Source: an optimization exercise on an open RTL-to-GDS flow (aim: small area). Production flows keep margins and buffers that such runs may drop.
The RTL was checked by simulation tests, not by an equivalence proof against the original design.
The flow treats the clock pin as an ideal source. Dropping or thinning the clock tree relies on that and would not hold on a real chip.
Power is estimated from default activity; no workload was simulated.

== before ==
==> module si570_compute, before the edit <==
module si570_compute
(
    input         clk, resetn,
    input  [47:0] si570_regs_in,
    input         start,
    output        idle,
    output [47:0] si570_regs_out
);
    wire [2:0]  hs_reg = si570_regs_in[47:45];
    wire [6:0]  n1_reg = si570_regs_in[44:38];
    wire [37:0] rf     = si570_regs_in[37:0];
    reg        busy;
    reg [37:0] ring;           
    reg        carry;
    reg [5:0]  ph;             
    reg        p2;             
    reg        mask;           
    reg [6:0]  rem1n;          
    reg [3:0]  rem2n;          
    wire [10:0] chain = {rem2n, rem1n};
    wire e0f    = (ph == 6'h0f);
    wire p1step = e0f && !p2;
    wire first  = e0f && p2;
    wire wr     = p2 && !e0f;
    wire port   = p2 && (ph == 6'h3f || ph == 6'h3e || ph == 6'h3c || ph == 6'h38 || ph == 6'h30);
    wire done   = p2 && (ph == 6'h30);
    wire wrap   = (ph == 6'h17) && !p2;
    wire [5:0] ph_n = {ph[4] & ~wrap, ph[3:0], ph[5] ^ ph[4]};
    wire ex  = ring[37];
    wire tap = ring[4] & ~mask;
    wire b = first ? carry : port ? (ph[0] ? rf[4] : ph[1] ? rf[3] : ph[2] ? rf[2] : ph[3] ? rf[1] : rf[0]) : ex;
    wire [7:0] v1 = {rem1n, p2 ? ~b : chain[10] ^ chain[8]};
    wire [7:0] y1 = {1'b0, n1_reg};
    wire [8:0] c1;
    wire [7:0] s1;
    assign c1[0] = 1'b1;
    genvar i;
    generate for (i = 0; i < 8; i = i + 1) begin : g_div1
        assign s1[i]   = v1[i] ^ y1[i] ^ c1[i];
        assign c1[i+1] = (v1[i] & y1[i]) | (v1[i] & c1[i]) | (y1[i] & c1[i]);
    end endgenerate
    wire       q1n = c1[8] | ~p2;    
    wire [6:0] r1n = q1n ? v1[6:0] : s1[6:0];
    wire [4:0] v2 = {rem2n, p2 ? q1n : rem1n[6]};
    wire [4:0] y2 = {1'b0, hs_reg[2], ~hs_reg[2], hs_reg[1], hs_reg[0]};
    wire [5:0] c2;
    wire [4:0] s2;
    assign c2[0] = 1'b0;
    generate for (i = 0; i < 5; i = i + 1) begin : g_div2
        assign s2[i]   = v2[i] ^ y2[i] ^ c2[i];
        assign c2[i+1] = (v2[i] & y2[i]) | (v2[i] & c2[i]) | (y2[i] & c2[i]);
    end endgenerate
    wire       q2n = c2[5] | ~p2;
    wire       q   = ~q2n;
    wire [3:0] r2n = q2n ? v2[3:0] : s2[3:0];
    wire sum  = ex ^ tap ^ carry;
    wire cout = (ex & tap) | (ex & carry) | (tap & carry);
    wire ent = p1step ? sum : wr ? q : ex;
    wire ld = start & ~busy;
    wire [37:0] ring_sh = {ring[36:0], ent};
    wire [37:0] ring_n = ({38{busy}} & ring_sh) | ({38{ld}} & {rf[36:0], rf[37]}) | ({38{~busy & ~start}} & ring);
    always @(posedge clk) begin
        ring  <= ring_n;
        if (ld) carry <= 1'b0;
        else if (p1step) carry <= cout;
        if (ld) ph <= 6'h1e;
        else ph <= ph_n;
        if (ld) begin
            rem1n <= 7'h6d;
            rem2n <= 4'h3;
            p2    <= 1'b0;
            mask  <= 1'b0;
        end else begin
            rem1n <= r1n;
            rem2n <= r2n;
            if (wrap && !chain[10] && chain[9] && chain[5] && chain[2]) p2 <= 1'b1;
            if (p1step && chain[10] && chain[3] && chain[1]) mask <= 1'b1;
        end
        if (!resetn) busy <= 1'b0;
        else if (ld) busy <= 1'b1;
        else if (done) busy <= 1'b0;
    end
    assign idle = ~busy;
    assign si570_regs_out[37:0] = ring;
    assign si570_regs_out[47:38] = {3'd0, 7'd3};
endmodule
export LEC_CHECK = 0
export ABC_AREA = 1
export CAP_MARGIN = 20
export CORE_MARGIN = 2
export CORE_UTILIZATION = 60
export PLACE_DENSITY = 0.75
export SLEW_MARGIN = 20
create_clock -name core_clock -period 20.0 [get_ports {clk}]
standard.sh (not shown) runs the stock make flow with config.mk's settings and CLKGATE_MAP_FILE= SYNTH_SCRIPT=/design/flow/synth_recipe.tcl, a recipe that flattens the netlist after the stock synthesis.
==> flow/flow/run.sh <==
#!/bin/bash
set -euo pipefail
bash standard.sh synth > synth.log 2>&1
bash standard.sh \
  "SKIP_REPAIR_TIE_FANOUT=1" \
  "BUFFER_PORTS_ARGS=-buffer_cell sky130_fd_sc_hd__buf_1" \
  "PRE_CTS_TCL=$PWD/flow/leaf_clock.tcl" \
  finish > layout.log 2>&1
Other scripts of this flow, unchanged in this note and not shown: flow/flow/leaf_clock.tcl
What after does differently from before at the input level:
--- a/flow/design.v
+++ b/flow/design.v
@@ -13,14 +13,14 @@
     reg [37:0] ring;           
     reg        carry;
     reg [5:0]  ph;             
-    reg        p2;             
-    reg        mask;           
+    reg [5:0]  st;             
     reg [6:0]  rem1n;          
     reg [3:0]  rem2n;          
-    wire [10:0] chain = {rem2n, rem1n};
+    wire p2     = (st == 6'd63);
     wire e0f    = (ph == 6'h0f);
     wire p1step = e0f && !p2;
     wire first  = e0f && p2;
+    wire mask   = (st >= 6'd58);
     wire wr     = p2 && !e0f;
     wire port   = p2 && (ph == 6'h3f || ph == 6'h3e || ph == 6'h3c || ph == 6'h38 || ph == 6'h30);
     wire done   = p2 && (ph == 6'h30);
@@ -29,7 +29,7 @@
     wire ex  = ring[37];
     wire tap = ring[4] & ~mask;
     wire b = first ? carry : port ? (ph[0] ? rf[4] : ph[1] ? rf[3] : ph[2] ? rf[2] : ph[3] ? rf[1] : rf[0]) : ex;
-    wire [7:0] v1 = {rem1n, p2 ? ~b : chain[10] ^ chain[8]};
+    wire [7:0] v1 = {rem1n, ~(b & p2)};
     wire [7:0] y1 = {1'b0, n1_reg};
     wire [8:0] c1;
     wire [7:0] s1;
@@ -41,7 +41,7 @@
     end endgenerate
     wire       q1n = c1[8] | ~p2;    
     wire [6:0] r1n = q1n ? v1[6:0] : s1[6:0];
-    wire [4:0] v2 = {rem2n, p2 ? q1n : rem1n[6]};
+    wire [4:0] v2 = {rem2n, q1n};
     wire [4:0] y2 = {1'b0, hs_reg[2], ~hs_reg[2], hs_reg[1], hs_reg[0]};
     wire [5:0] c2;
     wire [4:0] s2;
@@ -65,17 +65,10 @@
         else if (p1step) carry <= cout;
         if (ld) ph <= 6'h1e;
         else ph <= ph_n;
-        if (ld) begin
-            rem1n <= 7'h6d;
-            rem2n <= 4'h3;
-            p2    <= 1'b0;
-            mask  <= 1'b0;
-        end else begin
-            rem1n <= r1n;
-            rem2n <= r2n;
-            if (wrap && !chain[10] && chain[9] && chain[5] && chain[2]) p2 <= 1'b1;
-            if (p1step && chain[10] && chain[3] && chain[1]) mask <= 1'b1;
-        end
+        if (ld) st <= 6'd24;
+        else st <= st + {5'd0, wrap};
+        rem1n <= r1n;
+        rem2n <= r2n;
         if (!resetn) busy <= 1'b0;
         else if (ld) busy <= 1'b1;
         else if (done) busy <= 1'b0;
Findings:
Diff before..after | total via count after detailed routing | negligible. after vs before: number of tap instances up by a few percent. after and before ended up with roughly the same number of antenna repair diodes. Going from before to after, wire length of the first global-routing pass lost 7.5%; average cell area after synthesis increased by 0.45 sq um relative to the old numbers; wire length went down; fmax climbed 0.0023 GHz. after ends up with a proportion of power drawn by the clock network that is 1.4 points higher than in before. before consumes more power than after.
In every run of this note, the design's own scripts or RTL, not TritonCTS, make the clock network.

[static timing again, ports no longer ideal]
No port has a modelled driver above. Below, the same layouts with a new extraction and two added sets of constraints. Step 1, drivers: a clkbuf_16 drives clk and a buf_2 each remaining input, both assumed. Step 2, shift: input delay + t, output delay - t, t = (earliest + latest rising clock arrival at the registers) / 2. This alone moves slack from input paths to output paths. Three values: ideal, step 1, step 2; two values: the first two.
| run | shift t [ns] | slack for setup (ns) | worst setup path at the end | worst register clock-pin slew, ns | worst data-port slew with drivers (ns) |
|---|---|---|---|---|---|
| before | 0.200 | 10.722 / 10.755 / 10.556 | input to register | 0.10 / 0.10 | 0.04 |
| after | 0.206 | 10.917 / 10.951 / 10.746 | input to register | 0.11 / 0.11 | 0.05 |
After both steps every run listed still meets setup and hold. For after, which loses most, drivers alone change the setup slack by +0.034 ns; drivers and shift together by -0.171 ns.
